This design comes from an exercise in tuning for small area and a short achievable clock period on the open sky130 flow, not from production work.
No run shown here included a check of the RTL's function; only the layout flow was run.
No run shown here takes its clock network from TritonCTS; it comes from the design's own scripts or RTL.
The flow treats the clock pin as an ideal source. Dropping or thinning the clock tree relies on that and would not hold on a real chip.

==> flow/design.v, too long to show whole: its modules and the start of the top module <==
// module mul16_top: 15 lines
// module multiplier: 1835 lines
// module mul_fa: 4 lines
// module mul_a21oi: 3 lines
// module mul_inv: 3 lines
// module mul_nand2: 3 lines
// module mul_nor2: 3 lines
// module mul_o21ai: 3 lines
// module mul_xnor2: 3 lines
// module mul_xor2: 3 lines
// module mul_xnor: 3 lines
// module mul_or: 3 lines
// module mul_nand4: 3 lines
module mul16_top(
    input clk,
    input [15:0] a,
    input [15:0] b,
    output reg [31:0] res
);
  // ...
==> flow/flow/run.sh <==
#!/bin/bash
# Own layout flow: the standard ORFS flow (standard.sh), with
#  - port buffers of a small, fast buffer cell instead of the default delay buffer;
#  - the clock tree rebuilt after CTS as one level of four buffers driven by the clock
#    port (flatten_clock_core.tcl), which shortens the clock's insertion delay for all
#    registers alike;
#  - after that, and after global routing, timing repair aiming for setup slack above a
#    margin, so that the design is sized for the period it can reach rather than left at
#    minimum size by the loose clock.
# make's output goes to standard.log here; ORFS keeps each step's log in orfs/logs.
set -euo pipefail
cd "$(dirname "$0")/.."
export FLOW_DIR_OWN="$PWD/flow"
export FLOW_SETUP_MARGIN=0
export FLOW_IN_REG_CELL=sky130_fd_sc_hd__dfxtp_4
export BUFFER_PORTS_ARGS="-buffer_cell sky130_fd_sc_hd__buf_1"
export CTS_ARGS="-sink_clustering_enable -repair_clock_nets -dont_use_dummy_load -buf_list sky130_fd_sc_hd__clkbuf_8"
export POST_CTS_TCL="$PWD/flow/flatten_clock_post.tcl"
export PRE_GLOBAL_ROUTE_TCL="$PWD/flow/grt_margin.tcl"
bash standard.sh > standard.log 2>&1
==> flow/flow/flatten_clock_core.tcl <==
# Rebuild the clock tree that CTS made as a single level: the clock port drives
# NLEAF clock buffers directly, each driving the registers of one region of the
# core. This removes the root buffer level and so the clock's insertion delay
# (it does not skew registers against each other: all go through one buffer).
set nleaf 4
set bufcell sky130_fd_sc_hd__clkbuf_16
set block [ord::get_db_block]
set clknet [$block findNet clk]
# every register clock pin (sink) of the tree, and every clock-tree buffer
set sinks {}
set bufs {}
set todo [list $clknet]
while {[llength $todo]} {
  set net [lindex $todo 0]
  set todo [lrange $todo 1 end]
  foreach it [$net getITerms] {
    if {![$it isInputSignal] && [$it getIoType] ne "INPUT"} { continue }
    set inst [$it getInst]
    set m [[$inst getMaster] getName]
    if {[string match "sky130_fd_sc_hd__clkbuf*" $m] || [string match "sky130_fd_sc_hd__clkinv*" $m] || [string match "sky130_fd_sc_hd__buf*" $m]} {
      if {[lsearch -exact $bufs $inst] < 0} {
        lappend bufs $inst
        foreach o [$inst getITerms] {
          if {[$o isOutputSignal]} { lappend todo [$o getNet] }
        }
      }
    } else {
      lappend sinks $it
    }
  }
}
puts "flatten_clock: [llength $sinks] sinks, [llength $bufs] buffers"
# split the sinks into nleaf groups: halves by x, then each half by y
proc loc {it} {
  set b [[$it getInst] getBBox]
  return [list [expr {([$b xMin] + [$b xMax]) / 2}] [expr {([$b yMin] + [$b yMax]) / 2}]]
}
proc split_by {items idx} {
  set s [lsort -real -index 1 [lmap it $items {list $it [lindex [loc $it] $idx]}]]
  set n [expr {[llength $s] / 2}]
  return [list [lmap p [lrange $s 0 [expr {$n - 1}]] {lindex $p 0}] [lmap p [lrange $s $n end] {lindex $p 0}]]
}
set groups {}
foreach half [split_by $sinks 0] {
  foreach q [split_by $half 1] { lappend groups $q }
}
# remove the old tree
foreach inst $bufs {
  foreach o [$inst getITerms] {
    if {[$o isOutputSignal]} {
      set n [$o getNet]
      foreach it [$n getITerms] { $it disconnect }
      odb::dbNet_destroy $n
    }
  }
  odb::dbInst_destroy $inst
}
# one buffer per group, at the group's centre
set master [[ord::get_db] findMaster $bufcell]
set k 0
foreach g $groups {
  set sx 0; set sy 0
  foreach it $g { lassign [loc $it] x y; incr sx $x; incr sy $y }
  set cx [expr {$sx / [llength $g]}]; set cy [expr {$sy / [llength $g]}]
  set inst [odb::dbInst_create $block $master "clkbuf_leaf_$k"]
  set net [odb::dbNet_create $block "clknet_leaf_$k"]
  $net setSigType CLOCK
  [$inst findITerm A] connect $clknet
  [$inst findITerm X] connect $net
  foreach it $g { $it connect $net }
  $inst setLocation $cx $cy
  $inst setPlacementStatus PLACED
  puts "flatten_clock: clkbuf_leaf_$k drives [llength $g] sinks"
  incr k
}
==> flow/flow/flatten_clock_post.tcl <==
source $::env(FLOW_DIR_OWN)/flatten_clock_core.tcl
if {[info exists ::env(FLOW_IN_REG_CELL)] && $::env(FLOW_IN_REG_CELL) ne ""} {
  foreach inst [get_cells {a_r* b_r*}] {
    replace_cell $inst $::env(FLOW_IN_REG_CELL)
  }
}
detailed_placement
estimate_parasitics -placement
# size the design for the period it can reach: repair setup against a margin
set ::env(SETUP_SLACK_MARGIN) $::env(FLOW_SETUP_MARGIN)
repair_timing_helper
detailed_placement
check_placement -verbose
==> flow/flow/grt_margin.tcl <==
# the global-route stage's timing repair uses the same setup margin as after CTS
set ::env(SETUP_SLACK_MARGIN) $::env(FLOW_SETUP_MARGIN)
==> flow/standard.sh <==
#!/bin/bash
# synth_recipe.tcl (not shown) runs the flow's synth.tcl, then flattens the netlist and writes it again
# the make line also repeats each setting of config.mk as NAME=value (left out here)
make -C /OpenROAD-flow-scripts/flow DESIGN_CONFIG=/design/flow/config.mk WORK_HOME=/design/flow/orfs CLKGATE_MAP_FILE= SYNTH_SCRIPT=/design/flow/synth_recipe.tcl "${@:-finish}"
==> flow/config.mk <==
export PLATFORM = sky130hd
export DESIGN_NAME = mul16_top
export DESIGN_NICKNAME = mul16_top
export VERILOG_FILES = /design/flow/design.v
export SDC_FILE = /design/flow/constraint.sdc
export NUM_CORES = 4
export LEC_CHECK = 0
export CAP_MARGIN = 20
export CORE_MARGIN = 2
export CORE_UTILIZATION = 55
export SLEW_MARGIN = 20
export SYNTH_HIERARCHICAL = 1
==> flow/constraint.sdc <==
create_clock -name core_clock -period 22.0 [get_ports {clk}]
set_input_delay 4.4000 -clock core_clock [delete_from_list [all_inputs] [get_ports {clk}]]
set_output_delay 4.4000 -clock core_clock [all_outputs]
set_load 0.01 [all_outputs]
==> run notes, run 1 <==
The largest net degree at the start of global routing is 23. Summed over all instances, the cell type with the most area after synthesis is fa_1. Headroom to the max-slew limit came out at 58.7%.

The synthesized netlist devotes 8.86% of its cell area to compound gates. Among all cell types in the netlist, the one instantiated most often is nand2_1. Across all register-to-register paths, the minimum setup slack is 17050 ps.

The multi-input combinational area share is 77.1%. The number of I/O port buffers came out at 64. The final instance area came out at 8980 um2. The initial antenna violation count was 0. The total global-route track usage is 27.9%. After Yosys synthesis, and, or, nand and nor cells account for 16.7% of the synthesized area. The floorplan die width is about 130 um. The leftover overflow at the end of global routing is 0. The arrival time of data at the critical path endpoint is between 600 and 700 ps. The detailed router put a total of around 9600 um of wire on met1. The final hold slack is 635 ps. The design received a total of 220 well taps at floorplan. The synthesis-to-layout area growth is -2.49%. For this run, the share of the core covered by cells in the final layout is 54.5%.

The met1 capacity usage during global routing came out at between 30% and 40%. The part of the Yosys area used for sequential elements came out at 13.9%. The initialized floorplan defines between 40 and 50 standard-cell rows. The share of synthesized area in the top cell type comes to 42.4%. The run finished with no timing, DRC or antenna violations. The worst setup path is launched from a flip-flop. The startpoint of the lowest-slack register-to-register path is b_r[6]$_DFF_P_. The post-route fraction of the period consumed by the critical path is 22.9%.
==> run 2: changes to the inputs <==
--- a/flow/design.v
+++ b/flow/design.v
@@ -950,76 +950,16 @@
   wire n929;
   wire n930;
   wire n931;
   wire n932;
   wire n933;
   wire n934;
   wire n935;
   wire n936;
-  wire n937;
-  wire n938;
-  wire n939;
-  wire n940;
-  wire n941;
-  wire n942;
-  wire n943;
-  wire n944;
-  wire n945;
-  wire n946;
-  wire n947;
-  wire n948;
-  wire n949;
-  wire n950;
-  wire n951;
-  wire n952;
-  wire n953;
-  wire n954;
-  wire n955;
-  wire n956;
-  wire n957;
-  wire n958;
-  wire n959;
-  wire n960;
-  wire n961;
-  wire n962;
-  wire n963;
-  wire n964;
-  wire n965;
-  wire n966;
-  wire n967;
-  wire n968;
-  wire n969;
-  wire n970;
-  wire n971;
-  wire n972;
-  wire n973;
-  wire n974;
-  wire n975;
-  wire n976;
-  wire n977;
-  wire n978;
-  wire n979;
-  wire n980;
-  wire n981;
-  wire n982;
-  wire n983;
-  wire n984;
-  wire n985;
-  wire n986;
-  wire n987;
-  wire n988;
-  wire n989;
-  wire n990;
-  wire n991;
-  wire n992;
-  wire n993;
-  wire n994;
-  wire n995;
-  wire n996;
   assign pp1 = ~(a[0] & b[0]);
   assign pp2 = ~(a[1] & b[0]);
   assign pp3 = ~(a[2] & b[0]);
   assign pp4 = ~(a[3] & b[0]);
   assign pp5 = ~(a[4] & b[0]);
   assign pp6 = ~(a[5] & b[0]);
   assign pp7 = ~(a[6] & b[0]);
   assign pp8 = ~(a[7] & b[0]);
@@ -1555,304 +1495,244 @@
   mul_nand2 u_n733 (.a(s675), .b(c674), .y(n733));
   mul_xnor2 u_n734 (.a(s675), .b(c674), .y(n734));
   mul_nand2 u_n735 (.a(pp256), .b(c676), .y(n735));
   mul_xnor2 u_n736 (.a(pp256), .b(c676), .y(n736));
   mul_inv u_n737 (.a(pp1), .y(n737));
   mul_nand2 u_n738 (.a(n737), .b(pp1), .y(n738));
   mul_inv u_n739 (.a(n738), .y(n739));
   mul_o21ai u_n740 (.a(n678), .b(n739), .c(n677), .y(n740));
-  mul_nor2 u_n741 (.a(n680), .b(n678), .y(n741));
-  mul_o21ai u_n742 (.a(n680), .b(n677), .c(n679), .y(n742));
-  mul_nor2 u_n743 (.a(n682), .b(n680), .y(n743));
-  mul_o21ai u_n744 (.a(n682), .b(n679), .c(n681), .y(n744));
-  mul_nor2 u_n745 (.a(n684), .b(n682), .y(n745));
-  mul_o21ai u_n746 (.a(n684), .b(n681), .c(n683), .y(n746));
-  mul_nor2 u_n747 (.a(n686), .b(n684), .y(n747));
-  mul_o21ai u_n748 (.a(n686), .b(n683), .c(n685), .y(n748));
-  mul_nor2 u_n749 (.a(n688), .b(n686), .y(n749));
-  mul_o21ai u_n750 (.a(n688), .b(n685), .c(n687), .y(n750));
-  mul_nor2 u_n751 (.a(n690), .b(n688), .y(n751));
-  mul_o21ai u_n752 (.a(n690), .b(n687), .c(n689), .y(n752));
-  mul_nor2 u_n753 (.a(n692), .b(n690), .y(n753));
-  mul_o21ai u_n754 (.a(n692), .b(n689), .c(n691), .y(n754));
-  mul_nor2 u_n755 (.a(n694), .b(n692), .y(n755));
-  mul_o21ai u_n756 (.a(n694), .b(n691), .c(n693), .y(n756));
-  mul_nor2 u_n757 (.a(n696), .b(n694), .y(n757));
-  mul_o21ai u_n758 (.a(n696), .b(n693), .c(n695), .y(n758));
-  mul_nor2 u_n759 (.a(n698), .b(n696), .y(n759));
-  mul_o21ai u_n760 (.a(n698), .b(n695), .c(n697), .y(n760));
-  mul_nor2 u_n761 (.a(n700), .b(n698), .y(n761));
-  mul_o21ai u_n762 (.a(n700), .b(n697), .c(n699), .y(n762));
-  mul_nor2 u_n763 (.a(n702), .b(n700), .y(n763));
-  mul_o21ai u_n764 (.a(n702), .b(n699), .c(n701), .y(n764));
-  mul_nor2 u_n765 (.a(n704), .b(n702), .y(n765));
-  mul_o21ai u_n766 (.a(n704), .b(n701), .c(n703), .y(n766));
-  mul_nor2 u_n767 (.a(n706), .b(n704), .y(n767));
-  mul_o21ai u_n768 (.a(n706), .b(n703), .c(n705), .y(n768));
-  mul_nor2 u_n769 (.a(n708), .b(n706), .y(n769));
-  mul_o21ai u_n770 (.a(n708), .b(n705), .c(n707), .y(n770));
-  mul_nor2 u_n771 (.a(n710), .b(n708), .y(n771));
-  mul_o21ai u_n772 (.a(n710), .b(n707), .c(n709), .y(n772));
-  mul_nor2 u_n773 (.a(n712), .b(n710), .y(n773));
-  mul_o21ai u_n774 (.a(n712), .b(n709), .c(n711), .y(n774));
-  mul_nor2 u_n775 (.a(n714), .b(n712), .y(n775));
-  mul_o21ai u_n776 (.a(n714), .b(n711), .c(n713), .y(n776));
-  mul_nor2 u_n777 (.a(n716), .b(n714), .y(n777));
-  mul_o21ai u_n778 (.a(n716), .b(n713), .c(n715), .y(n778));
-  mul_nor2 u_n779 (.a(n718), .b(n716), .y(n779));
-  mul_o21ai u_n780 (.a(n718), .b(n715), .c(n717), .y(n780));
-  mul_nor2 u_n781 (.a(n720), .b(n718), .y(n781));
-  mul_o21ai u_n782 (.a(n720), .b(n717), .c(n719), .y(n782));
-  mul_nor2 u_n783 (.a(n722), .b(n720), .y(n783));
-  mul_o21ai u_n784 (.a(n722), .b(n719), .c(n721), .y(n784));
-  mul_nor2 u_n785 (.a(n724), .b(n722), .y(n785));
-  mul_o21ai u_n786 (.a(n724), .b(n721), .c(n723), .y(n786));
-  mul_nor2 u_n787 (.a(n726), .b(n724), .y(n787));
-  mul_o21ai u_n788 (.a(n726), .b(n723), .c(n725), .y(n788));
-  mul_nor2 u_n789 (.a(n728), .b(n726), .y(n789));
-  mul_o21ai u_n790 (.a(n728), .b(n725), .c(n727), .y(n790));
-  mul_nor2 u_n791 (.a(n730), .b(n728), .y(n791));
-  mul_o21ai u_n792 (.a(n730), .b(n727), .c(n729), .y(n792));
-  mul_nor2 u_n793 (.a(n732), .b(n730), .y(n793));
-  mul_o21ai u_n794 (.a(n732), .b(n729), .c(n731), .y(n794));
-  mul_nor2 u_n795 (.a(n734), .b(n732), .y(n795));
-  mul_o21ai u_n796 (.a(n734), .b(n731), .c(n733), .y(n796));
-  mul_nor2 u_n797 (.a(n736), .b(n734), .y(n797));
-  mul_o21ai u_n798 (.a(n736), .b(n733), .c(n735), .y(n798));
-  mul_a21oi u_n799 (.a(n741), .b(n738), .c(n742), .y(n799));
-  mul_a21oi u_n800 (.a(n743), .b(n740), .c(n744), .y(n800));
-  mul_nand2 u_n801 (.a(n745), .b(n741), .y(n801));
-  mul_a21oi u_n802 (.a(n745), .b(n742), .c(n746), .y(n802));
-  mul_nand2 u_n803 (.a(n747), .b(n743), .y(n803));
-  mul_a21oi u_n804 (.a(n747), .b(n744), .c(n748), .y(n804));
-  mul_nand2 u_n805 (.a(n749), .b(n745), .y(n805));
-  mul_a21oi u_n806 (.a(n749), .b(n746), .c(n750), .y(n806));
-  mul_nand2 u_n807 (.a(n751), .b(n747), .y(n807));
-  mul_a21oi u_n808 (.a(n751), .b(n748), .c(n752), .y(n808));
-  mul_nand2 u_n809 (.a(n753), .b(n749), .y(n809));
-  mul_a21oi u_n810 (.a(n753), .b(n750), .c(n754), .y(n810));
-  mul_nand2 u_n811 (.a(n755), .b(n751), .y(n811));
-  mul_a21oi u_n812 (.a(n755), .b(n752), .c(n756), .y(n812));
-  mul_nand2 u_n813 (.a(n757), .b(n753), .y(n813));
-  mul_a21oi u_n814 (.a(n757), .b(n754), .c(n758), .y(n814));
-  mul_nand2 u_n815 (.a(n759), .b(n755), .y(n815));
-  mul_a21oi u_n816 (.a(n759), .b(n756), .c(n760), .y(n816));
-  mul_nand2 u_n817 (.a(n761), .b(n757), .y(n817));
-  mul_a21oi u_n818 (.a(n761), .b(n758), .c(n762), .y(n818));
-  mul_nand2 u_n819 (.a(n763), .b(n759), .y(n819));
-  mul_a21oi u_n820 (.a(n763), .b(n760), .c(n764), .y(n820));
-  mul_nand2 u_n821 (.a(n765), .b(n761), .y(n821));
-  mul_a21oi u_n822 (.a(n765), .b(n762), .c(n766), .y(n822));
-  mul_nand2 u_n823 (.a(n767), .b(n763), .y(n823));
-  mul_a21oi u_n824 (.a(n767), .b(n764), .c(n768), .y(n824));
-  mul_nand2 u_n825 (.a(n769), .b(n765), .y(n825));
-  mul_a21oi u_n826 (.a(n769), .b(n766), .c(n770), .y(n826));
-  mul_nand2 u_n827 (.a(n771), .b(n767), .y(n827));
-  mul_a21oi u_n828 (.a(n771), .b(n768), .c(n772), .y(n828));
-  mul_nand2 u_n829 (.a(n773), .b(n769), .y(n829));
-  mul_a21oi u_n830 (.a(n773), .b(n770), .c(n774), .y(n830));
-  mul_nand2 u_n831 (.a(n775), .b(n771), .y(n831));
-  mul_a21oi u_n832 (.a(n775), .b(n772), .c(n776), .y(n832));
-  mul_nand2 u_n833 (.a(n777), .b(n773), .y(n833));
-  mul_a21oi u_n834 (.a(n777), .b(n774), .c(n778), .y(n834));
-  mul_nand2 u_n835 (.a(n779), .b(n775), .y(n835));
-  mul_a21oi u_n836 (.a(n779), .b(n776), .c(n780), .y(n836));
-  mul_nand2 u_n837 (.a(n781), .b(n777), .y(n837));
-  mul_a21oi u_n838 (.a(n781), .b(n778), .c(n782), .y(n838));
-  mul_nand2 u_n839 (.a(n783), .b(n779), .y(n839));
-  mul_a21oi u_n840 (.a(n783), .b(n780), .c(n784), .y(n840));
-  mul_nand2 u_n841 (.a(n785), .b(n781), .y(n841));
-  mul_a21oi u_n842 (.a(n785), .b(n782), .c(n786), .y(n842));
-  mul_nand2 u_n843 (.a(n787), .b(n783), .y(n843));
-  mul_a21oi u_n844 (.a(n787), .b(n784), .c(n788), .y(n844));
-  mul_nand2 u_n845 (.a(n789), .b(n785), .y(n845));
-  mul_a21oi u_n846 (.a(n789), .b(n786), .c(n790), .y(n846));
-  mul_nand2 u_n847 (.a(n791), .b(n787), .y(n847));
-  mul_a21oi u_n848 (.a(n791), .b(n788), .c(n792), .y(n848));
-  mul_nand2 u_n849 (.a(n793), .b(n789), .y(n849));
-  mul_a21oi u_n850 (.a(n793), .b(n790), .c(n794), .y(n850));
-  mul_nand2 u_n851 (.a(n795), .b(n791), .y(n851));
-  mul_a21oi u_n852 (.a(n795), .b(n792), .c(n796), .y(n852));
-  mul_nand2 u_n853 (.a(n797), .b(n793), .y(n853));
-  mul_a21oi u_n854 (.a(n797), .b(n794), .c(n798), .y(n854));
-  mul_o21ai u_n855 (.a(n801), .b(n739), .c(n802), .y(n855));
-  mul_inv u_n856 (.a(n740), .y(n856));
-  mul_o21ai u_n857 (.a(n803), .b(n856), .c(n804), .y(n857));
-  mul_o21ai u_n858 (.a(n805), .b(n799), .c(n806), .y(n858));
-  mul_o21ai u_n859 (.a(n807), .b(n800), .c(n808), .y(n859));
-  mul_nor2 u_n860 (.a(n809), .b(n801), .y(n860));
-  mul_o21ai u_n861 (.a(n809), .b(n802), .c(n810), .y(n861));
-  mul_nor2 u_n862 (.a(n811), .b(n803), .y(n862));
-  mul_o21ai u_n863 (.a(n811), .b(n804), .c(n812), .y(n863));
-  mul_nor2 u_n864 (.a(n813), .b(n805), .y(n864));
-  mul_o21ai u_n865 (.a(n813), .b(n806), .c(n814), .y(n865));
-  mul_nor2 u_n866 (.a(n815), .b(n807), .y(n866));
-  mul_o21ai u_n867 (.a(n815), .b(n808), .c(n816), .y(n867));
-  mul_nor2 u_n868 (.a(n817), .b(n809), .y(n868));
-  mul_o21ai u_n869 (.a(n817), .b(n810), .c(n818), .y(n869));
-  mul_nor2 u_n870 (.a(n819), .b(n811), .y(n870));
-  mul_o21ai u_n871 (.a(n819), .b(n812), .c(n820), .y(n871));
-  mul_nor2 u_n872 (.a(n821), .b(n813), .y(n872));
-  mul_o21ai u_n873 (.a(n821), .b(n814), .c(n822), .y(n873));
-  mul_nor2 u_n874 (.a(n823), .b(n815), .y(n874));
-  mul_o21ai u_n875 (.a(n823), .b(n816), .c(n824), .y(n875));
-  mul_nor2 u_n876 (.a(n825), .b(n817), .y(n876));
-  mul_o21ai u_n877 (.a(n825), .b(n818), .c(n826), .y(n877));
-  mul_nor2 u_n878 (.a(n827), .b(n819), .y(n878));
-  mul_o21ai u_n879 (.a(n827), .b(n820), .c(n828), .y(n879));
-  mul_nor2 u_n880 (.a(n829), .b(n821), .y(n880));
-  mul_o21ai u_n881 (.a(n829), .b(n822), .c(n830), .y(n881));
-  mul_nor2 u_n882 (.a(n831), .b(n823), .y(n882));
-  mul_o21ai u_n883 (.a(n831), .b(n824), .c(n832), .y(n883));
-  mul_nor2 u_n884 (.a(n833), .b(n825), .y(n884));
-  mul_o21ai u_n885 (.a(n833), .b(n826), .c(n834), .y(n885));
-  mul_nor2 u_n886 (.a(n835), .b(n827), .y(n886));
-  mul_o21ai u_n887 (.a(n835), .b(n828), .c(n836), .y(n887));
-  mul_nor2 u_n888 (.a(n837), .b(n829), .y(n888));
-  mul_o21ai u_n889 (.a(n837), .b(n830), .c(n838), .y(n889));
-  mul_nor2 u_n890 (.a(n839), .b(n831), .y(n890));
-  mul_o21ai u_n891 (.a(n839), .b(n832), .c(n840), .y(n891));
-  mul_nor2 u_n892 (.a(n841), .b(n833), .y(n892));
-  mul_o21ai u_n893 (.a(n841), .b(n834), .c(n842), .y(n893));
-  mul_nor2 u_n894 (.a(n843), .b(n835), .y(n894));
-  mul_o21ai u_n895 (.a(n843), .b(n836), .c(n844), .y(n895));
-  mul_nor2 u_n896 (.a(n845), .b(n837), .y(n896));
-  mul_o21ai u_n897 (.a(n845), .b(n838), .c(n846), .y(n897));
-  mul_nor2 u_n898 (.a(n847), .b(n839), .y(n898));
-  mul_o21ai u_n899 (.a(n847), .b(n840), .c(n848), .y(n899));
-  mul_nor2 u_n900 (.a(n849), .b(n841), .y(n900));
-  mul_o21ai u_n901 (.a(n849), .b(n842), .c(n850), .y(n901));
-  mul_nor2 u_n902 (.a(n851), .b(n843), .y(n902));
-  mul_o21ai u_n903 (.a(n851), .b(n844), .c(n852), .y(n903));
-  mul_nor2 u_n904 (.a(n853), .b(n845), .y(n904));
-  mul_o21ai u_n905 (.a(n853), .b(n846), .c(n854), .y(n905));
-  mul_a21oi u_n906 (.a(n860), .b(n738), .c(n861), .y(n906));
-  mul_a21oi u_n907 (.a(n862), .b(n740), .c(n863), .y(n907));
-  mul_inv u_n908 (.a(n799), .y(n908));
-  mul_a21oi u_n909 (.a(n864), .b(n908), .c(n865), .y(n909));
-  mul_inv u_n910 (.a(n800), .y(n910));
-  mul_a21oi u_n911 (.a(n866), .b(n910), .c(n867), .y(n911));
-  mul_a21oi u_n912 (.a(n868), .b(n855), .c(n869), .y(n912));
-  mul_a21oi u_n913 (.a(n870), .b(n857), .c(n871), .y(n913));
-  mul_a21oi u_n914 (.a(n872), .b(n858), .c(n873), .y(n914));
-  mul_a21oi u_n915 (.a(n874), .b(n859), .c(n875), .y(n915));
-  mul_nand2 u_n916 (.a(n876), .b(n860), .y(n916));
-  mul_a21oi u_n917 (.a(n876), .b(n861), .c(n877), .y(n917));
-  mul_nand2 u_n918 (.a(n878), .b(n862), .y(n918));
-  mul_a21oi u_n919 (.a(n878), .b(n863), .c(n879), .y(n919));
-  mul_nand2 u_n920 (.a(n880), .b(n864), .y(n920));
-  mul_a21oi u_n921 (.a(n880), .b(n865), .c(n881), .y(n921));
-  mul_nand2 u_n922 (.a(n882), .b(n866), .y(n922));
-  mul_a21oi u_n923 (.a(n882), .b(n867), .c(n883), .y(n923));
-  mul_nand2 u_n924 (.a(n884), .b(n868), .y(n924));
-  mul_a21oi u_n925 (.a(n884), .b(n869), .c(n885), .y(n925));
-  mul_nand2 u_n926 (.a(n886), .b(n870), .y(n926));
-  mul_a21oi u_n927 (.a(n886), .b(n871), .c(n887), .y(n927));
-  mul_nand2 u_n928 (.a(n888), .b(n872), .y(n928));
-  mul_a21oi u_n929 (.a(n888), .b(n873), .c(n889), .y(n929));
-  mul_nand2 u_n930 (.a(n890), .b(n874), .y(n930));
-  mul_a21oi u_n931 (.a(n890), .b(n875), .c(n891), .y(n931));
-  mul_nand2 u_n932 (.a(n892), .b(n876), .y(n932));
-  mul_a21oi u_n933 (.a(n892), .b(n877), .c(n893), .y(n933));
-  mul_nand2 u_n934 (.a(n894), .b(n878), .y(n934));
-  mul_a21oi u_n935 (.a(n894), .b(n879), .c(n895), .y(n935));
-  mul_nand2 u_n936 (.a(n896), .b(n880), .y(n936));
-  mul_a21oi u_n937 (.a(n896), .b(n881), .c(n897), .y(n937));
-  mul_nand2 u_n938 (.a(n898), .b(n882), .y(n938));
-  mul_a21oi u_n939 (.a(n898), .b(n883), .c(n899), .y(n939));
-  mul_nand2 u_n940 (.a(n900), .b(n884), .y(n940));
-  mul_a21oi u_n941 (.a(n900), .b(n885), .c(n901), .y(n941));
-  mul_nand2 u_n942 (.a(n902), .b(n886), .y(n942));
-  mul_a21oi u_n943 (.a(n902), .b(n887), .c(n903), .y(n943));
-  mul_nand2 u_n944 (.a(n904), .b(n888), .y(n944));
-  mul_a21oi u_n945 (.a(n904), .b(n889), .c(n905), .y(n945));
-  mul_o21ai u_n946 (.a(n916), .b(n739), .c(n917), .y(n946));
-  mul_o21ai u_n947 (.a(n918), .b(n856), .c(n919), .y(n947));
-  mul_o21ai u_n948 (.a(n920), .b(n799), .c(n921), .y(n948));
-  mul_o21ai u_n949 (.a(n922), .b(n800), .c(n923), .y(n949));
-  mul_inv u_n950 (.a(n855), .y(n950));
-  mul_o21ai u_n951 (.a(n924), .b(n950), .c(n925), .y(n951));
-  mul_inv u_n952 (.a(n857), .y(n952));
-  mul_o21ai u_n953 (.a(n926), .b(n952), .c(n927), .y(n953));
-  mul_inv u_n954 (.a(n858), .y(n954));
-  mul_o21ai u_n955 (.a(n928), .b(n954), .c(n929), .y(n955));
-  mul_inv u_n956 (.a(n859), .y(n956));
-  mul_o21ai u_n957 (.a(n930), .b(n956), .c(n931), .y(n957));
-  mul_o21ai u_n958 (.a(n932), .b(n906), .c(n933), .y(n958));
-  mul_o21ai u_n959 (.a(n934), .b(n907), .c(n935), .y(n959));
-  mul_o21ai u_n960 (.a(n936), .b(n909), .c(n937), .y(n960));
-  mul_o21ai u_n961 (.a(n938), .b(n911), .c(n939), .y(n961));
-  mul_o21ai u_n962 (.a(n940), .b(n912), .c(n941), .y(n962));
-  mul_o21ai u_n963 (.a(n942), .b(n913), .c(n943), .y(n963));
-  mul_o21ai u_n964 (.a(n944), .b(n914), .c(n945), .y(n964));
-  mul_inv u_n965 (.a(pp1), .y(n965));
-  assign res[0] = n965;
-  mul_xor2 u_n966 (.a(n678), .b(n738), .y(n966));
-  assign res[1] = n966;
-  mul_xor2 u_n967 (.a(n680), .b(n740), .y(n967));
-  assign res[2] = n967;
-  mul_xor2 u_n968 (.a(n682), .b(n908), .y(n968));
-  assign res[3] = n968;
-  mul_xor2 u_n969 (.a(n684), .b(n910), .y(n969));
-  assign res[4] = n969;
-  mul_xor2 u_n970 (.a(n686), .b(n855), .y(n970));
-  assign res[5] = n970;
-  mul_xor2 u_n971 (.a(n688), .b(n857), .y(n971));
-  assign res[6] = n971;
-  mul_xor2 u_n972 (.a(n690), .b(n858), .y(n972));
-  assign res[7] = n972;
-  mul_xor2 u_n973 (.a(n692), .b(n859), .y(n973));
-  assign res[8] = n973;
-  mul_xnor2 u_n974 (.a(n694), .b(n906), .y(n974));
-  assign res[9] = n974;
-  mul_xnor2 u_n975 (.a(n696), .b(n907), .y(n975));
-  assign res[10] = n975;
-  mul_xnor2 u_n976 (.a(n698), .b(n909), .y(n976));
-  assign res[11] = n976;
-  mul_xnor2 u_n977 (.a(n700), .b(n911), .y(n977));
-  assign res[12] = n977;
-  mul_xnor2 u_n978 (.a(n702), .b(n912), .y(n978));
-  assign res[13] = n978;
-  mul_xnor2 u_n979 (.a(n704), .b(n913), .y(n979));
-  assign res[14] = n979;
-  mul_xnor2 u_n980 (.a(n706), .b(n914), .y(n980));
-  assign res[15] = n980;
-  mul_xnor2 u_n981 (.a(n708), .b(n915), .y(n981));
-  assign res[16] = n981;
-  mul_xor2 u_n982 (.a(n710), .b(n946), .y(n982));
-  assign res[17] = n982;
-  mul_xor2 u_n983 (.a(n712), .b(n947), .y(n983));
-  assign res[18] = n983;
-  mul_xor2 u_n984 (.a(n714), .b(n948), .y(n984));
-  assign res[19] = n984;
-  mul_xor2 u_n985 (.a(n716), .b(n949), .y(n985));
-  assign res[20] = n985;
-  mul_xor2 u_n986 (.a(n718), .b(n951), .y(n986));
-  assign res[21] = n986;
-  mul_xor2 u_n987 (.a(n720), .b(n953), .y(n987));
-  assign res[22] = n987;
-  mul_xor2 u_n988 (.a(n722), .b(n955), .y(n988));
-  assign res[23] = n988;
-  mul_xor2 u_n989 (.a(n724), .b(n957), .y(n989));
-  assign res[24] = n989;
-  mul_xor2 u_n990 (.a(n726), .b(n958), .y(n990));
-  assign res[25] = n990;
-  mul_xor2 u_n991 (.a(n728), .b(n959), .y(n991));
-  assign res[26] = n991;
-  mul_xor2 u_n992 (.a(n730), .b(n960), .y(n992));
-  assign res[27] = n992;
-  mul_xor2 u_n993 (.a(n732), .b(n961), .y(n993));
-  assign res[28] = n993;
-  mul_xor2 u_n994 (.a(n734), .b(n962), .y(n994));
-  assign res[29] = n994;
-  mul_xor2 u_n995 (.a(n736), .b(n963), .y(n995));
-  assign res[30] = n995;
-  mul_inv u_n996 (.a(n964), .y(n996));
-  assign res[31] = n996;
+  mul_nor2 u_n741 (.a(n682), .b(n680), .y(n741));
+  mul_o21ai u_n742 (.a(n682), .b(n679), .c(n681), .y(n742));
+  mul_nor2 u_n743 (.a(n686), .b(n684), .y(n743));
+  mul_o21ai u_n744 (.a(n686), .b(n683), .c(n685), .y(n744));
+  mul_nor2 u_n745 (.a(n690), .b(n688), .y(n745));
+  mul_o21ai u_n746 (.a(n690), .b(n687), .c(n689), .y(n746));
+  mul_nor2 u_n747 (.a(n694), .b(n692), .y(n747));
+  mul_o21ai u_n748 (.a(n694), .b(n691), .c(n693), .y(n748));
+  mul_a21oi u_n749 (.a(n741), .b(n740), .c(n742), .y(n749));
+  mul_nand2 u_n750 (.a(n745), .b(n743), .y(n750));
+  mul_a21oi u_n751 (.a(n745), .b(n744), .c(n746), .y(n751));
+  mul_o21ai u_n752 (.a(n750), .b(n749), .c(n751), .y(n752));
+  mul_inv u_n753 (.a(n749), .y(n753));
+  mul_a21oi u_n754 (.a(n743), .b(n753), .c(n744), .y(n754));
+  mul_a21oi u_n755 (.a(n747), .b(n752), .c(n748), .y(n755));
+  mul_inv u_n756 (.a(n740), .y(n756));
+  mul_o21ai u_n757 (.a(n680), .b(n756), .c(n679), .y(n757));
+  mul_o21ai u_n758 (.a(n684), .b(n749), .c(n683), .y(n758));
+  mul_o21ai u_n759 (.a(n688), .b(n754), .c(n687), .y(n759));
+  mul_inv u_n760 (.a(n752), .y(n760));
+  mul_o21ai u_n761 (.a(n692), .b(n760), .c(n691), .y(n761));
+  mul_o21ai u_n762 (.a(n696), .b(n755), .c(n695), .y(n762));
+  mul_nor2 u_n763 (.a(n698), .b(n696), .y(n763));
+  mul_o21ai u_n764 (.a(n698), .b(n695), .c(n697), .y(n764));
+  mul_nor2 u_n765 (.a(n700), .b(n698), .y(n765));
+  mul_o21ai u_n766 (.a(n700), .b(n697), .c(n699), .y(n766));
+  mul_nor2 u_n767 (.a(n702), .b(n700), .y(n767));
+  mul_o21ai u_n768 (.a(n702), .b(n699), .c(n701), .y(n768));
+  mul_nor2 u_n769 (.a(n704), .b(n702), .y(n769));
+  mul_o21ai u_n770 (.a(n704), .b(n701), .c(n703), .y(n770));
+  mul_nor2 u_n771 (.a(n706), .b(n704), .y(n771));
+  mul_o21ai u_n772 (.a(n706), .b(n703), .c(n705), .y(n772));
+  mul_nor2 u_n773 (.a(n708), .b(n706), .y(n773));
+  mul_o21ai u_n774 (.a(n708), .b(n705), .c(n707), .y(n774));
+  mul_nor2 u_n775 (.a(n710), .b(n708), .y(n775));
+  mul_o21ai u_n776 (.a(n710), .b(n707), .c(n709), .y(n776));
+  mul_nor2 u_n777 (.a(n712), .b(n710), .y(n777));
+  mul_o21ai u_n778 (.a(n712), .b(n709), .c(n711), .y(n778));
+  mul_nor2 u_n779 (.a(n714), .b(n712), .y(n779));
+  mul_o21ai u_n780 (.a(n714), .b(n711), .c(n713), .y(n780));
+  mul_nor2 u_n781 (.a(n716), .b(n714), .y(n781));
+  mul_o21ai u_n782 (.a(n716), .b(n713), .c(n715), .y(n782));
+  mul_nor2 u_n783 (.a(n718), .b(n716), .y(n783));
+  mul_o21ai u_n784 (.a(n718), .b(n715), .c(n717), .y(n784));
+  mul_nor2 u_n785 (.a(n720), .b(n718), .y(n785));
+  mul_o21ai u_n786 (.a(n720), .b(n717), .c(n719), .y(n786));
+  mul_nor2 u_n787 (.a(n722), .b(n720), .y(n787));
+  mul_o21ai u_n788 (.a(n722), .b(n719), .c(n721), .y(n788));
+  mul_nor2 u_n789 (.a(n724), .b(n722), .y(n789));
+  mul_o21ai u_n790 (.a(n724), .b(n721), .c(n723), .y(n790));
+  mul_nor2 u_n791 (.a(n726), .b(n724), .y(n791));
+  mul_o21ai u_n792 (.a(n726), .b(n723), .c(n725), .y(n792));
+  mul_nor2 u_n793 (.a(n728), .b(n726), .y(n793));
+  mul_o21ai u_n794 (.a(n728), .b(n725), .c(n727), .y(n794));
+  mul_nor2 u_n795 (.a(n730), .b(n728), .y(n795));
+  mul_o21ai u_n796 (.a(n730), .b(n727), .c(n729), .y(n796));
+  mul_nor2 u_n797 (.a(n732), .b(n730), .y(n797));
+  mul_o21ai u_n798 (.a(n732), .b(n729), .c(n731), .y(n798));
+  mul_nor2 u_n799 (.a(n734), .b(n732), .y(n799));
+  mul_o21ai u_n800 (.a(n734), .b(n731), .c(n733), .y(n800));
+  mul_nor2 u_n801 (.a(n736), .b(n734), .y(n801));
+  mul_o21ai u_n802 (.a(n736), .b(n733), .c(n735), .y(n802));
+  mul_inv u_n803 (.a(n755), .y(n803));
+  mul_a21oi u_n804 (.a(n763), .b(n803), .c(n764), .y(n804));
+  mul_a21oi u_n805 (.a(n765), .b(n762), .c(n766), .y(n805));
+  mul_nand2 u_n806 (.a(n767), .b(n763), .y(n806));
+  mul_a21oi u_n807 (.a(n767), .b(n764), .c(n768), .y(n807));
+  mul_nand2 u_n808 (.a(n769), .b(n765), .y(n808));
+  mul_a21oi u_n809 (.a(n769), .b(n766), .c(n770), .y(n809));
+  mul_nand2 u_n810 (.a(n771), .b(n767), .y(n810));
+  mul_a21oi u_n811 (.a(n771), .b(n768), .c(n772), .y(n811));
+  mul_nand2 u_n812 (.a(n773), .b(n769), .y(n812));
+  mul_a21oi u_n813 (.a(n773), .b(n770), .c(n774), .y(n813));
+  mul_nand2 u_n814 (.a(n775), .b(n771), .y(n814));
+  mul_a21oi u_n815 (.a(n775), .b(n772), .c(n776), .y(n815));
+  mul_nand2 u_n816 (.a(n777), .b(n773), .y(n816));
+  mul_a21oi u_n817 (.a(n777), .b(n774), .c(n778), .y(n817));
+  mul_nand2 u_n818 (.a(n779), .b(n775), .y(n818));
+  mul_a21oi u_n819 (.a(n779), .b(n776), .c(n780), .y(n819));
+  mul_nand2 u_n820 (.a(n781), .b(n777), .y(n820));
+  mul_a21oi u_n821 (.a(n781), .b(n778), .c(n782), .y(n821));
+  mul_nand2 u_n822 (.a(n783), .b(n779), .y(n822));
+  mul_a21oi u_n823 (.a(n783), .b(n780), .c(n784), .y(n823));
+  mul_nand2 u_n824 (.a(n785), .b(n781), .y(n824));
+  mul_a21oi u_n825 (.a(n785), .b(n782), .c(n786), .y(n825));
+  mul_nand2 u_n826 (.a(n787), .b(n783), .y(n826));
+  mul_a21oi u_n827 (.a(n787), .b(n784), .c(n788), .y(n827));
+  mul_nand2 u_n828 (.a(n789), .b(n785), .y(n828));
+  mul_a21oi u_n829 (.a(n789), .b(n786), .c(n790), .y(n829));
+  mul_nand2 u_n830 (.a(n791), .b(n787), .y(n830));
+  mul_a21oi u_n831 (.a(n791), .b(n788), .c(n792), .y(n831));
+  mul_nand2 u_n832 (.a(n793), .b(n789), .y(n832));
+  mul_a21oi u_n833 (.a(n793), .b(n790), .c(n794), .y(n833));
+  mul_nand2 u_n834 (.a(n795), .b(n791), .y(n834));
+  mul_a21oi u_n835 (.a(n795), .b(n792), .c(n796), .y(n835));
+  mul_nand2 u_n836 (.a(n797), .b(n793), .y(n836));
+  mul_a21oi u_n837 (.a(n797), .b(n794), .c(n798), .y(n837));
+  mul_nand2 u_n838 (.a(n799), .b(n795), .y(n838));
+  mul_a21oi u_n839 (.a(n799), .b(n796), .c(n800), .y(n839));
+  mul_nand2 u_n840 (.a(n801), .b(n797), .y(n840));
+  mul_a21oi u_n841 (.a(n801), .b(n798), .c(n802), .y(n841));
+  mul_o21ai u_n842 (.a(n806), .b(n755), .c(n807), .y(n842));
+  mul_inv u_n843 (.a(n762), .y(n843));
+  mul_o21ai u_n844 (.a(n808), .b(n843), .c(n809), .y(n844));
+  mul_o21ai u_n845 (.a(n810), .b(n804), .c(n811), .y(n845));
+  mul_o21ai u_n846 (.a(n812), .b(n805), .c(n813), .y(n846));
+  mul_nor2 u_n847 (.a(n814), .b(n806), .y(n847));
+  mul_o21ai u_n848 (.a(n814), .b(n807), .c(n815), .y(n848));
+  mul_nor2 u_n849 (.a(n816), .b(n808), .y(n849));
+  mul_o21ai u_n850 (.a(n816), .b(n809), .c(n817), .y(n850));
+  mul_nor2 u_n851 (.a(n818), .b(n810), .y(n851));
+  mul_o21ai u_n852 (.a(n818), .b(n811), .c(n819), .y(n852));
+  mul_nor2 u_n853 (.a(n820), .b(n812), .y(n853));
+  mul_o21ai u_n854 (.a(n820), .b(n813), .c(n821), .y(n854));
+  mul_nor2 u_n855 (.a(n822), .b(n814), .y(n855));
+  mul_o21ai u_n856 (.a(n822), .b(n815), .c(n823), .y(n856));
+  mul_nor2 u_n857 (.a(n824), .b(n816), .y(n857));
+  mul_o21ai u_n858 (.a(n824), .b(n817), .c(n825), .y(n858));
+  mul_nor2 u_n859 (.a(n826), .b(n818), .y(n859));
+  mul_o21ai u_n860 (.a(n826), .b(n819), .c(n827), .y(n860));
+  mul_nor2 u_n861 (.a(n828), .b(n820), .y(n861));
+  mul_o21ai u_n862 (.a(n828), .b(n821), .c(n829), .y(n862));
+  mul_nor2 u_n863 (.a(n830), .b(n822), .y(n863));
+  mul_o21ai u_n864 (.a(n830), .b(n823), .c(n831), .y(n864));
+  mul_nor2 u_n865 (.a(n832), .b(n824), .y(n865));
+  mul_o21ai u_n866 (.a(n832), .b(n825), .c(n833), .y(n866));
+  mul_nor2 u_n867 (.a(n834), .b(n826), .y(n867));
+  mul_o21ai u_n868 (.a(n834), .b(n827), .c(n835), .y(n868));
+  mul_nor2 u_n869 (.a(n836), .b(n828), .y(n869));
+  mul_o21ai u_n870 (.a(n836), .b(n829), .c(n837), .y(n870));
+  mul_nor2 u_n871 (.a(n838), .b(n830), .y(n871));
+  mul_o21ai u_n872 (.a(n838), .b(n831), .c(n839), .y(n872));
+  mul_nor2 u_n873 (.a(n840), .b(n832), .y(n873));
+  mul_o21ai u_n874 (.a(n840), .b(n833), .c(n841), .y(n874));
+  mul_a21oi u_n875 (.a(n847), .b(n803), .c(n848), .y(n875));
+  mul_a21oi u_n876 (.a(n849), .b(n762), .c(n850), .y(n876));
+  mul_inv u_n877 (.a(n804), .y(n877));
+  mul_a21oi u_n878 (.a(n851), .b(n877), .c(n852), .y(n878));
+  mul_inv u_n879 (.a(n805), .y(n879));
+  mul_a21oi u_n880 (.a(n853), .b(n879), .c(n854), .y(n880));
+  mul_a21oi u_n881 (.a(n855), .b(n842), .c(n856), .y(n881));
+  mul_a21oi u_n882 (.a(n857), .b(n844), .c(n858), .y(n882));
+  mul_a21oi u_n883 (.a(n859), .b(n845), .c(n860), .y(n883));
+  mul_a21oi u_n884 (.a(n861), .b(n846), .c(n862), .y(n884));
+  mul_nand2 u_n885 (.a(n863), .b(n847), .y(n885));
+  mul_a21oi u_n886 (.a(n863), .b(n848), .c(n864), .y(n886));
+  mul_nand2 u_n887 (.a(n865), .b(n849), .y(n887));
+  mul_a21oi u_n888 (.a(n865), .b(n850), .c(n866), .y(n888));
+  mul_nand2 u_n889 (.a(n867), .b(n851), .y(n889));
+  mul_a21oi u_n890 (.a(n867), .b(n852), .c(n868), .y(n890));
+  mul_nand2 u_n891 (.a(n869), .b(n853), .y(n891));
+  mul_a21oi u_n892 (.a(n869), .b(n854), .c(n870), .y(n892));
+  mul_nand2 u_n893 (.a(n871), .b(n855), .y(n893));
+  mul_a21oi u_n894 (.a(n871), .b(n856), .c(n872), .y(n894));
+  mul_nand2 u_n895 (.a(n873), .b(n857), .y(n895));
+  mul_a21oi u_n896 (.a(n873), .b(n858), .c(n874), .y(n896));
+  mul_o21ai u_n897 (.a(n885), .b(n755), .c(n886), .y(n897));
+  mul_o21ai u_n898 (.a(n887), .b(n843), .c(n888), .y(n898));
+  mul_o21ai u_n899 (.a(n889), .b(n804), .c(n890), .y(n899));
+  mul_o21ai u_n900 (.a(n891), .b(n805), .c(n892), .y(n900));
+  mul_inv u_n901 (.a(n842), .y(n901));
+  mul_o21ai u_n902 (.a(n893), .b(n901), .c(n894), .y(n902));
+  mul_inv u_n903 (.a(n844), .y(n903));
+  mul_o21ai u_n904 (.a(n895), .b(n903), .c(n896), .y(n904));
+  mul_inv u_n905 (.a(pp1), .y(n905));
+  assign res[0] = n905;
+  mul_xor2 u_n906 (.a(n678), .b(n738), .y(n906));
+  assign res[1] = n906;
+  mul_xor2 u_n907 (.a(n680), .b(n740), .y(n907));
+  assign res[2] = n907;
+  mul_xor2 u_n908 (.a(n682), .b(n757), .y(n908));
+  assign res[3] = n908;
+  mul_xor2 u_n909 (.a(n684), .b(n753), .y(n909));
+  assign res[4] = n909;
+  mul_xor2 u_n910 (.a(n686), .b(n758), .y(n910));
+  assign res[5] = n910;
+  mul_xnor2 u_n911 (.a(n688), .b(n754), .y(n911));
+  assign res[6] = n911;
+  mul_xor2 u_n912 (.a(n690), .b(n759), .y(n912));
+  assign res[7] = n912;
+  mul_xor2 u_n913 (.a(n692), .b(n752), .y(n913));
+  assign res[8] = n913;
+  mul_xor2 u_n914 (.a(n694), .b(n761), .y(n914));
+  assign res[9] = n914;
+  mul_xor2 u_n915 (.a(n696), .b(n803), .y(n915));
+  assign res[10] = n915;
+  mul_xor2 u_n916 (.a(n698), .b(n762), .y(n916));
+  assign res[11] = n916;
+  mul_xor2 u_n917 (.a(n700), .b(n877), .y(n917));
+  assign res[12] = n917;
+  mul_xor2 u_n918 (.a(n702), .b(n879), .y(n918));
+  assign res[13] = n918;
+  mul_xor2 u_n919 (.a(n704), .b(n842), .y(n919));
+  assign res[14] = n919;
+  mul_xor2 u_n920 (.a(n706), .b(n844), .y(n920));
+  assign res[15] = n920;
+  mul_xor2 u_n921 (.a(n708), .b(n845), .y(n921));
+  assign res[16] = n921;
+  mul_xor2 u_n922 (.a(n710), .b(n846), .y(n922));
+  assign res[17] = n922;
+  mul_xnor2 u_n923 (.a(n712), .b(n875), .y(n923));
+  assign res[18] = n923;
+  mul_xnor2 u_n924 (.a(n714), .b(n876), .y(n924));
+  assign res[19] = n924;
+  mul_xnor2 u_n925 (.a(n716), .b(n878), .y(n925));
+  assign res[20] = n925;
+  mul_xnor2 u_n926 (.a(n718), .b(n880), .y(n926));
+  assign res[21] = n926;
+  mul_xnor2 u_n927 (.a(n720), .b(n881), .y(n927));
+  assign res[22] = n927;
+  mul_xnor2 u_n928 (.a(n722), .b(n882), .y(n928));
+  assign res[23] = n928;
+  mul_xnor2 u_n929 (.a(n724), .b(n883), .y(n929));
+  assign res[24] = n929;
+  mul_xnor2 u_n930 (.a(n726), .b(n884), .y(n930));
+  assign res[25] = n930;
+  mul_xor2 u_n931 (.a(n728), .b(n897), .y(n931));
+  assign res[26] = n931;
+  mul_xor2 u_n932 (.a(n730), .b(n898), .y(n932));
+  assign res[27] = n932;
+  mul_xor2 u_n933 (.a(n732), .b(n899), .y(n933));
+  assign res[28] = n933;
+  mul_xor2 u_n934 (.a(n734), .b(n900), .y(n934));
+  assign res[29] = n934;
+  mul_xor2 u_n935 (.a(n736), .b(n902), .y(n935));
+  assign res[30] = n935;
+  mul_inv u_n936 (.a(n904), .y(n936));
+  assign res[31] = n936;
 endmodule
 module mul_fa(input a, input b, input ci, output s, output co);
   assign s = a ^ b ^ ci;
   assign co = (a & b) | (a & ci) | (b & ci);
 endmodule
 module mul_a21oi(input a, input b, input c, output y);
   assign y = ~((a & b) | c);
 endmodule
==> run 2 against run 1 <==
Compared with the run above:
- synthesized cell count fell by 6.2%
- die area is 3.0% lower
- register-to-register slack about the same
- final area shrank 3.4%
- maximum frequency is 0.24% higher
- flip-flop and latch count stayed put
==> run notes, run 2 <==
The number of failing hold endpoints at the final stage is 0. The number of vias in the routed layout came out at just over 6000. The number of flops mapped to enable cells by yosys came out at 0.

The most common cell after layout, fill and taps aside is nand2_1. The sum of buffers and inverters on the critical path is 1. Setup repair after global routing left no endpoint under its margin. Setup violations remaining at the end of the flow were counted as 0.

The endpoint class of the critical path is a primary output. Setup total negative slack on the finished layout was measured at 0 ps. The starting utilization of the core area is a little under three fifths. The area enclosed by the die boundary is about 17000 um2.

The critical path is of the reg -> out type. The first detailed-routing pass took 5 iterations. The unique cell type count in the Yosys netlist is 14. The worst reg-to-reg setup slack is 17050 ps (about the same). The number of I/O port buffers came out at 64 (unchanged). The arrival time of data at the critical path endpoint is 620 ps (about the same). The largest registers in the layout are res: 32 flops, a_r: 16 flops, b_r: 16 flops.

The sequential cells in the finished layout cover a total of between 1000 and 1500 um2. The required time at the endpoint of the critical path came out at roughly 18000 ps. The leftover overflow at the end of global routing came to 0 (unchanged). 0 antenna diodes ended up in the layout.

The synthesized design contains 64 register bits. The synthesis-to-layout area growth is -2.78%. In the final layout, the share of cells above drive strength 1 is 10.1%.

The first global-routing pass estimated approximately 36000 um of wire. The number of flip-flops in the largest register is 32. The floorplan die width is 131 um (-1.5%).

For this run, the slowest stage of the critical path takes between 300 and 400 ps. On the final layout, the worst clock skew is ~16 ps. The count of routing violations after the opening detailed-route iteration is 493.

The sum of routed wire length over all layers came out at 22000 um. The pre-CTS worst setup slack is 16590 ps. The transition at the pin with the smallest max-transition slack came out at about 560 ps. The worst relative slew slack is 62.6% (+3.8 points). Once placement finished, the instance area stood at around 8500 um2.

Dividing the detail-routed wire length by the instance count gives approximately 20 um. The filler cell count in the final layout came out at ~1500. The prevailing post-synth register cell is dfxtp_1. The count of nets left with antenna violations once routing finished came out at 0. Synthesis produced a netlist whose cell count is approximately 900. In the post-synthesis netlist, the biggest area contributors are fa_1 44%, dfxtp_1 14%, nand2_1 13%. The flow ran to the end and the layout has no timing, DRC or antenna violations. The share of synthesized flip-flops with an asynchronous set or reset is 0%. The die outline height is between 100 and 150 um. After legalization and detailed placement, the total HPWL measured between 15000 and 20000 um. The remaining routing DRC violations is 0. Ranked by flip-flop count, first place goes to res.

The number of global-route vias before repair is ~6600. Yosys instantiated no cell more often than nand2_1. The total global-route track usage is 26.9% (-1.0 points). Walking the worst path, the cells encountered are buf_1. The clock net sink count is between 60 and 70.

The largest fanout of any net on the critical path came out at 1. The placeable core region is approximately 16000 um2. The share of the synthesized area in the top cell type is 43.8% (+1.4 points). Sorting the synthesized cells by how often they occur yields 298 x nand2_1, 195 x fa_1, 64 x dfxtp_1, 62 x buf_6, 55 x o21ai_1. The number of pins with negative max-slew slack in the final report came out at 0. The initial antenna violation count came to 0 (unchanged).

The total area of multi-input combinational cells came out at about 6600 um2. The clock insertion delay at the later pin of the skew report came out at about 150 ps.

The largest net degree at the start of global routing came out at 23 (unchanged). Clock-pin slew was measured on the worst setup and hold paths at ~80 ps. Leaving out fill and tap cells, the most frequent cells in the layout are 298 x nand2_1, 195 x fa_1, 64 x buf_1.

The highest-delay cell along the critical path is dfxtp_1. The maximum operating frequency came out at 0.199 GHz. The number of core rows is 46 (-2.1%). Routability-driven placement finished with a final weighted congestion of 0.964. The Yosys warning count is 7. Setup slack on the critical path of the routed design comes to 16980 ps. The part of the Yosys area used for sequential elements came out at 14.4% (+0.45 points). Broken down by cell family, the worst path's largest delay share belongs to flip-flops. The final instance area came out at 8670 um2 (-3.4%).

The element type at the critical path start is a flip-flop. The post-synth net total is 1129. The number of max-cap violations is 0. The per-instance average area after synthesis is 9.90 um2.

After synthesis the cells add up to 8920 um2. The shortest period the worst path allows is 5020 ps. The final layout contains roughly 1100 nets. The average via count per standard cell is 5.61. The tightest min-delay check is of the reg -> reg type.

The biggest area contributor in the post-synthesis netlist is fa_1. In this run the count of I/O pins placed on the die edge is 65. The post-route fraction of the period consumed by the critical path came out at 22.8% (-0.055 points).
[run 2: changes by cell type in the layout (fill, tap and decap cells not counted), moves of 2 or more]
cell     change
nand2_1     -24
o21ai_1     -17
a21oi_2     -14
nor2_1      -14
nand2_2      +7
inv_1        +2
[run 2: cell type report]
type	instances	area share (%)
Tap cell	216	3.12
Inverter	13	0.563
Sequential cell	64	16.2
Buffer	4	1.15
Multi-Input combinational cell	728	76.2
Timing Repair Buffer	64	2.77
[run 2: kinds of logic (layout without fill, tap and decap cells)]
kind of cell    Yosys count  in the layout  share of synthesized area, %
flops                    64             64                          14.4
compound gates           93             93                          6.82
simple gates            365            365                          16.2
buf+inv                 109             81                          11.5
xor+xnor                 75             75                          7.36
fa+ha+maj               195            195                          43.8
[run 2: through the flow]
step | utilization, % | hold WS [ps] | std cells
2_1_floorplan | - | 665 | 901
3_3_place_gp | 53.2 | 821 | 1085
3_5_place_dp | 53.2 | 827 | 1085
5_1_grt | 54.6 | 682 | 1089
6_report | 54.6 | 645 | 1089
[run 2: path summary, 6_finish.rpt]
check / depth (start not counted) / to / start
max: 1 / res[6] / res[6]$_DFF_P_
min: 2 / res[0]$_DFF_P_ / a_r[0]$_DFF_P_
max reg2reg: 14 / res[26]$_DFF_P_ / a_r[9]$_DFF_P_
min reg2reg: 2 / res[0]$_DFF_P_ / a_r[0]$_DFF_P_
[run 2: layer usage]
metal	routed length, um	GRT usage (%)
met4	379	6.58
met5	0	0
met3	1270	3.86
met2	10500	44.2
met1	9850	38.2
[run 2: Yosys stat by module, one instance, submodules excluded, a selection]
| module | times used | cell area, um2 |
|---|---|---|
| mul_xor2 | 21 | 8.76 |
| mul_xnor2 | 39 | 8.76 |
| mul_fa | 195 | 20.0 |
| mul_xnor | 15 | 8.76 |
| mul_o21ai | 55 | 5.00 |
| mul_inv | 13 | 3.75 |
| mul_nor2 | 38 | 3.75 |
| mul_a21oi | 38 | 8.76 |
| multiplier | 1 | 1970 |
| mul_nand2 | 56 | 3.75 |
| mul_nand4 | 15 | 6.26 |

[separate check: timing with driven ports]
The results above use ideal ports. As a check the final layouts listed here were re-extracted and re-timed, cells and wires unchanged. Step 1 sets driving cells, clkbuf_16 on the clock port and buf_2 on the other inputs (assumed; they add their load-dependent delay and slew). Step 2 times the ports against the registers' clock, not the clock port: input delays grow and output delays shrink by t, the midpoint of the rising clock arrivals with the driver on. Three values: ideal ports, drivers, drivers and shift; two values: the first two.
run	t (ns)	setup WS [ns]	worst setup path after step 2
run 1	0.237	16.968 / 16.869 / 17.054	register to register
run 2	0.236	16.980 / 16.884 / 17.046	register to register
After both steps every run listed still meets setup and hold.
